What follows belongs to an exercise in optimizing a design on an open flow for small area; a production flow would make more cautious choices.
Power and IR drop assume default switching activity.

==> cedar <==
==> flow/design.v (excerpt) <==
module source(copy_memory, instruction, r1, r2, r3, clk);
input wire [11:0] instruction;
input wire clk;
output reg [7:0] r1;
output reg [7:0] r2;
output reg [7:0] r3;
output wire [63:0] copy_memory;
reg [7:0] mem0, mem1, mem2, mem3, mem4, mem5, mem6, mem7;
assign copy_memory = {mem7, mem6, mem5, mem4, mem3, mem2, mem1, mem0};
wire [2:0] op = instruction[11:9];
wire [2:0] fa = instruction[8:6];
wire [2:0] fb = instruction[5:3];
wire [2:0] fd = instruction[2:0];
wire nalu, alu, add, x01, isshift, t2x;
wire [3:0] tt;
g_nor3 u_nalu (.a(op[2]), .b(op[1]), .c(op[0]), .y(nalu));    
wire nalu_a, nalu_b;                                          
g_nor3 u_nalu_a (.a(op[2]), .b(op[1]), .c(op[0]), .y(nalu_a));
g_nor3 u_nalu_b (.a(op[2]), .b(op[1]), .c(op[0]), .y(nalu_b));
g_inv u_alu (.a(nalu), .y(alu));
g_and3 u_add (.a(op[2]), .b(op[1]), .c(op[0]), .y(add));      
g_xor2 u_x01 (.a(op[1]), .b(op[0]), .y(x01));
g_and2 u_sh (.a(op[2]), .b(x01), .y(isshift));               
g_nor3b u_t0 (.a(op[1]), .b(op[0]), .cn(op[2]), .y(tt[0]));   
g_mux2 u_t2 (.a0(x01), .a1(add), .s(op[2]), .y(tt[2]));       
g_or2 u_t1 (.a(tt[2]), .b(tt[0]), .y(tt[1]));                 
g_nor2b u_t3 (.a(op[2]), .bn(op[1]), .y(tt[3]));              
wire [2:0] fan, fbn;
wire [7:0] sa, sb;
genvar k, i;
generate for (i = 0; i < 3; i = i + 1) begin : inv_ab
	g_inv u_ia (.a(fa[i]), .y(fan[i]));
	g_inv u_ib (.a(fb[i]), .y(fbn[i]));
end endgenerate
generate for (k = 0; k < 8; k = k + 1) begin : dec_ab
	g_nor4 u_da (.a(nalu_a), .b(k[2] ? fan[2] : fa[2]), .c(k[1] ? fan[1] : fa[1]),
		.d(k[0] ? fan[0] : fa[0]), .y(sa[k]));
	g_nor4 u_db (.a(nalu_b), .b(k[2] ? fbn[2] : fb[2]), .c(k[1] ? fbn[1] : fb[1]),
		.d(k[0] ? fbn[0] : fb[0]), .y(sb[k]));
end endgenerate
wire [7:0] a, b;
generate for (i = 0; i < 8; i = i + 1) begin : rd
	wire a1, a2, a3, b1, b2, b3;
	g_a222oi u_a1 (.a1(sa[0]), .a2(mem0[i]), .b1(sa[1]), .b2(mem1[i]), .c1(sa[2]), .c2(mem2[i]), .y(a1));
	g_a222oi u_a2 (.a1(sa[3]), .a2(mem3[i]), .b1(sa[4]), .b2(mem4[i]), .c1(sa[5]), .c2(mem5[i]), .y(a2));
	g_a222oi u_a3 (.a1(sa[6]), .a2(mem6[i]), .b1(sa[7]), .b2(mem7[i]), .c1(nalu_a), .c2(r1[i]), .y(a3));
  ...
clock: 5.5 ns
lec_check: 0
abc_area: 1
cap_margin: 20
core_margin: 2
core_utilization: 40
gpl_timing_driven: 0
slew_margin: 20
synth_hierarchical: 1
synth_minimum_keep_size: 0
standard.sh (not shown) runs the stock make flow with config.mk's settings and CLKGATE_MAP_FILE= SYNTH_SCRIPT=/design/flow/synth_recipe.tcl, a recipe that flattens the netlist after the stock synthesis.
==> flow/flow/run.sh <==
#!/bin/bash
# The standard ORFS layout (standard.sh) with three changes:
#  - ABC maps for area only (flow/abc_area.script, no buffering or upsizing);
#    synthesis is otherwise the standard one, so the registers are unchanged;
#  - port buffers are the smallest buffer, sky130_fd_sc_hd__buf_1;
#  - clock tree synthesis adds no dummy loads.
# Each ORFS step writes its full log under orfs/logs; make's output goes to make_finish.log.
set -euo pipefail
W=$PWD
SD=$W/scripts_mod
rm -rf "$SD"
cp -r "$FLOW_HOME/scripts" "$SD"
cp "$W/flow/abc_area.script" "$SD/abc_area.script"
bash "$W/standard.sh" SCRIPTS_DIR="$SD" \
  BUFFER_PORTS_ARGS="-buffer_cell sky130_fd_sc_hd__buf_1" \
  CTS_ARGS="-sink_clustering_enable -repair_clock_nets -dont_use_dummy_load" \
  finish > "$W/make_finish.log" 2>&1
==> flow/flow/abc_area.script <==
strash
&get -n
&st
&dch
&nf -a
&put
topo
==> indigo: changes against cedar <==
Settings changed: CORE_UTILIZATION 40 to 60, CTS_CLUSTER_DIAMETER set to 60, CTS_CLUSTER_SIZE set to 30.
==> quartz: changes against cedar <==
--- a/flow/design.v
+++ b/flow/design.v
@@ -10,84 +10,64 @@
 assign copy_memory = {mem7, mem6, mem5, mem4, mem3, mem2, mem1, mem0};
 wire [2:0] op = instruction[11:9];
 wire [2:0] fa = instruction[8:6];
 wire [2:0] fb = instruction[5:3];
 wire [2:0] fd = instruction[2:0];
 wire nalu, alu, add, x01, isshift, t2x;
 wire [3:0] tt;
 g_nor3 u_nalu (.a(op[2]), .b(op[1]), .c(op[0]), .y(nalu));    
-wire nalu_a, nalu_b;                                          
-g_nor3 u_nalu_a (.a(op[2]), .b(op[1]), .c(op[0]), .y(nalu_a));
-g_nor3 u_nalu_b (.a(op[2]), .b(op[1]), .c(op[0]), .y(nalu_b));
 g_inv u_alu (.a(nalu), .y(alu));
 g_and3 u_add (.a(op[2]), .b(op[1]), .c(op[0]), .y(add));      
 g_xor2 u_x01 (.a(op[1]), .b(op[0]), .y(x01));
 g_and2 u_sh (.a(op[2]), .b(x01), .y(isshift));               
 g_nor3b u_t0 (.a(op[1]), .b(op[0]), .cn(op[2]), .y(tt[0]));   
 g_mux2 u_t2 (.a0(x01), .a1(add), .s(op[2]), .y(tt[2]));       
 g_or2 u_t1 (.a(tt[2]), .b(tt[0]), .y(tt[1]));                 
 g_nor2b u_t3 (.a(op[2]), .bn(op[1]), .y(tt[3]));              
 wire [2:0] fan, fbn;
 wire [7:0] sa, sb;
 genvar k, i;
 generate for (i = 0; i < 3; i = i + 1) begin : inv_ab
 	g_inv u_ia (.a(fa[i]), .y(fan[i]));
 	g_inv u_ib (.a(fb[i]), .y(fbn[i]));
 end endgenerate
 generate for (k = 0; k < 8; k = k + 1) begin : dec_ab
-	g_nor4 u_da (.a(nalu_a), .b(k[2] ? fan[2] : fa[2]), .c(k[1] ? fan[1] : fa[1]),
+	g_nor4 u_da (.a(nalu), .b(k[2] ? fan[2] : fa[2]), .c(k[1] ? fan[1] : fa[1]),
 		.d(k[0] ? fan[0] : fa[0]), .y(sa[k]));
-	g_nor4 u_db (.a(nalu_b), .b(k[2] ? fbn[2] : fb[2]), .c(k[1] ? fbn[1] : fb[1]),
+	g_nor4 u_db (.a(nalu), .b(k[2] ? fbn[2] : fb[2]), .c(k[1] ? fbn[1] : fb[1]),
 		.d(k[0] ? fbn[0] : fb[0]), .y(sb[k]));
 end endgenerate
 wire [7:0] a, b;
 generate for (i = 0; i < 8; i = i + 1) begin : rd
 	wire a1, a2, a3, b1, b2, b3;
 	g_a222oi u_a1 (.a1(sa[0]), .a2(mem0[i]), .b1(sa[1]), .b2(mem1[i]), .c1(sa[2]), .c2(mem2[i]), .y(a1));
 	g_a222oi u_a2 (.a1(sa[3]), .a2(mem3[i]), .b1(sa[4]), .b2(mem4[i]), .c1(sa[5]), .c2(mem5[i]), .y(a2));
-	g_a222oi u_a3 (.a1(sa[6]), .a2(mem6[i]), .b1(sa[7]), .b2(mem7[i]), .c1(nalu_a), .c2(r1[i]), .y(a3));
+	g_a222oi u_a3 (.a1(sa[6]), .a2(mem6[i]), .b1(sa[7]), .b2(mem7[i]), .c1(nalu), .c2(r1[i]), .y(a3));
 	g_nand3 u_a (.a(a1), .b(a2), .c(a3), .y(a[i]));
 	g_a222oi u_b1 (.a1(sb[0]), .a2(mem0[i]), .b1(sb[1]), .b2(mem1[i]), .c1(sb[2]), .c2(mem2[i]), .y(b1));
 	g_a222oi u_b2 (.a1(sb[3]), .a2(mem3[i]), .b1(sb[4]), .b2(mem4[i]), .c1(sb[5]), .c2(mem5[i]), .y(b2));
-	g_a222oi u_b3 (.a1(sb[6]), .a2(mem6[i]), .b1(sb[7]), .b2(mem7[i]), .c1(nalu_b), .c2(r2[i]), .y(b3));
+	g_a222oi u_b3 (.a1(sb[6]), .a2(mem6[i]), .b1(sb[7]), .b2(mem7[i]), .c1(nalu), .c2(r2[i]), .y(b3));
 	g_nand3 u_b (.a(b1), .b(b2), .c(b3), .y(b[i]));
 end endgenerate
 wire [7:0] lu;
 generate for (i = 0; i < 8; i = i + 1) begin : lut
-	if (i != 1 && i != 3 && i != 5) begin : p
-		g_mux4 u_lu (.a0(tt[0]), .a1(tt[1]), .a2(tt[2]), .a3(tt[3]), .s0(b[i]), .s1(a[i]), .y(lu[i]));
-	end
-end endgenerate
-wire [3:0] ttn;
-generate for (i = 0; i < 4; i = i + 1) begin : tinv
-	g_inv u_ti (.a(tt[i]), .y(ttn[i]));
-end endgenerate
-wire [7:0] lun;       
-wire [7:0] c;         
-wire [7:0] cn;        
-wire [7:0] g, gn;
-g_nand3 u_g0 (.a(add), .b(a[0]), .c(b[0]), .y(cn[1]));
-generate for (i = 1; i < 7; i = i + 2) begin : codd
-	g_mux4 u_lun (.a0(ttn[0]), .a1(ttn[1]), .a2(ttn[2]), .a3(ttn[3]), .s0(b[i]), .s1(a[i]), .y(lun[i]));
-	g_nand3 u_gn (.a(add), .b(a[i]), .c(b[i]), .y(gn[i]));
-	g_o21ai u_c (.a1(lun[i]), .a2(cn[i]), .b1(gn[i]), .y(c[i+1]));
-end endgenerate
-generate for (i = 2; i < 7; i = i + 2) begin : ceven
-	g_and3 u_g (.a(add), .b(a[i]), .c(b[i]), .y(g[i]));
-	g_a21oi u_c (.a1(lu[i]), .a2(c[i]), .b1(g[i]), .y(cn[i+1]));
+	g_mux4 u_lu (.a0(tt[0]), .a1(tt[1]), .a2(tt[2]), .a3(tt[3]), .s0(b[i]), .s1(a[i]), .y(lu[i]));
+end endgenerate
+wire [7:0] cg;
+wire [7:0] ag;
+g_and3 u_c1 (.a(add), .b(a[0]), .c(b[0]), .y(cg[1]));
+generate for (i = 1; i < 7; i = i + 1) begin : carry
+	g_and2 u_ag (.a(add), .b(a[i]), .y(ag[i]));
+	g_maj3 u_c (.a(ag[i]), .b(b[i]), .c(cg[i]), .y(cg[i+1]));
 end endgenerate
 wire [7:0] ln;
-g_xnor2 u_x1 (.a(lun[1]), .b(cn[1]), .y(ln[1]));
-g_xnor2 u_x2 (.a(lu[2]), .b(c[2]), .y(ln[2]));
-g_xnor2 u_x3 (.a(lun[3]), .b(cn[3]), .y(ln[3]));
-g_xnor2 u_x4 (.a(lu[4]), .b(c[4]), .y(ln[4]));
-g_xnor2 u_x5 (.a(lun[5]), .b(cn[5]), .y(ln[5]));
-g_xnor2 u_x6 (.a(lu[6]), .b(c[6]), .y(ln[6]));
-g_xor2 u_x7 (.a(lu[7]), .b(cn[7]), .y(ln[7]));
+generate for (i = 1; i < 8; i = i + 1) begin : sum
+	g_xnor2 u_x (.a(lu[i]), .b(cg[i]), .y(ln[i]));
+end endgenerate
 wire [2:0] sn, sp;
 wire hi, big, enn;
 generate for (i = 0; i < 3; i = i + 1) begin : samt
 	g_mux2i u_s (.a0(fb[i]), .a1(b[i]), .s(op[0]), .y(sn[i]));
 	g_inv u_si (.a(sn[i]), .y(sp[i]));
 end endgenerate
 g_nor4 u_hi (.a(b[7]), .b(b[6]), .c(b[5]), .d(b[4]), .y(hi));     
 g_or2b u_big (.a(b[3]), .bn(hi), .y(big));                     
@@ -198,21 +178,18 @@
 	assign y = ~(a | b | c | d);
 endmodule
 module g_and2(input a, input b, output y);
 	assign y = a & b;
 endmodule
 module g_and3(input a, input b, input c, output y);
 	assign y = a & b & c;
 endmodule
-module g_a21oi(input a1, input a2, input b1, output y);
-	assign y = ~(a1 & a2 | b1);
-endmodule
-module g_o21ai(input a1, input a2, input b1, output y);
-	assign y = ~((a1 | a2) & b1);
+module g_maj3(input a, input b, input c, output y);
+	assign y = a & b | a & c | b & c;
 endmodule
 module g_xnor2(input a, input b, output y);
 	assign y = ~(a ^ b);
 endmodule
 module g_a22oi(input a1, input a2, input b1, input b2, output y);
 	assign y = ~(a1 & a2 | b1 & b2);
 endmodule
 module g_a221oi(input a1, input a2, input b1, input b2, input c1, output y);
Settings changed: GPL_TIMING_DRIVEN 0 to not set.
==> qor summary <==
|  | quartz | indigo | cedar |
|---|---|---|---|
| Final WS setup | 288.0 ps | 177.0 ps | 299.1 ps |
| Combinational power share | 23.6% | 22.5% | 22.5% |
| Mapped Area | 3954 sq um | 3944 sq um | 3944 sq um |
| X dimension of the die | 103.4 um | 85.08 um | 103.3 um |
| Syn Inst Count | 267 | 273 | 273 |
| Portion of total power attributed to sequential cells | 54.9% | 55.4% | 55.5% |
| Worst Max-Slew Pin Slew | 676.1 ps | 1053 ps | 945.7 ps |
| Status | finished clean | finished clean | finished clean |
| Clk pwr | 341 uW | 346 uW | 345 uW |
| Area share of the largest cell type after synthesis | 54.68% | 54.82% | 54.82% |
| Post-synth net total | 280 | 286 | 286 |
| Reg-to-Reg End | mem7[7] | mem4[7] | mem6[7] |
| Post_cts resized | 0 | 18 | 18 |
| Post-layout total power | 1588 uW | 1568 uW | 1567 uW |
| PwrDens | 302.9 nW/um^2 | 313.2 nW/um^2 | 308.0 nW/um^2 |
| Reported net switching power | 471.0 uW | 483.9 uW | 482.5 uW |
| Share of final-layout standard cells stronger than drive strength 1 | 23.23% | 17.78% | 18.52% |
| M3 GR Usage | 3.495% | 7.101% | 3.831% |
| Row count | 36 | 29 | 36 |
| Instance count after placement with tap cells included | 561 | 458 | 514 |
| Min Clock Period, post-route | 5212 ps | 5323 ps | 5201 ps |
| Met1 wire length | 5283 um | 4563 um | 4950 um |
| Total of fill cells in the finished design | 832 | 390 | 843 |
| Library cell contributing the largest single delay on the critical path | nor3_4 | nor4_4 | nor4_4 |
| Relative max-transition margin | 54.78% | 29.14% | 36.37% |
No run of this note included a check of the RTL's function; only the layout flow was run.

## static timing again, ports no longer ideal
How much do the figures lean on ideal ports? The routed layouts below were timed once more, with nothing changed but the port constraints. Step 1: set_driving_cell puts a clkbuf_16 on clk and a buf_2 on each other input, an assumption about the parent block. Step 2 moves the port delays by t, midway between the first and last clock arrival at a register: inputs arrive t later, outputs are due t later. That takes back most of the time a late clock gives input paths. a / b / c = ideal ports / drivers / drivers and shift; a / b = the first two.
run	shift t [ns]	setup WS [ns]	slew at the worst register clock pin (ns)
cedar	0.385	0.299 / 0.302 / -0.083	0.09 / 0.09
indigo	0.389	0.177 / 0.184 / -0.204	0.09 / 0.09
quartz	0.371	0.288 / 0.296 / -0.075	0.09 / 0.09
With both steps, setup timing fails in every run listed, where it was met with ideal ports. The setup slack of cedar, which loses most, moves by +0.003 ns with the drivers and by -0.382 ns with both steps.
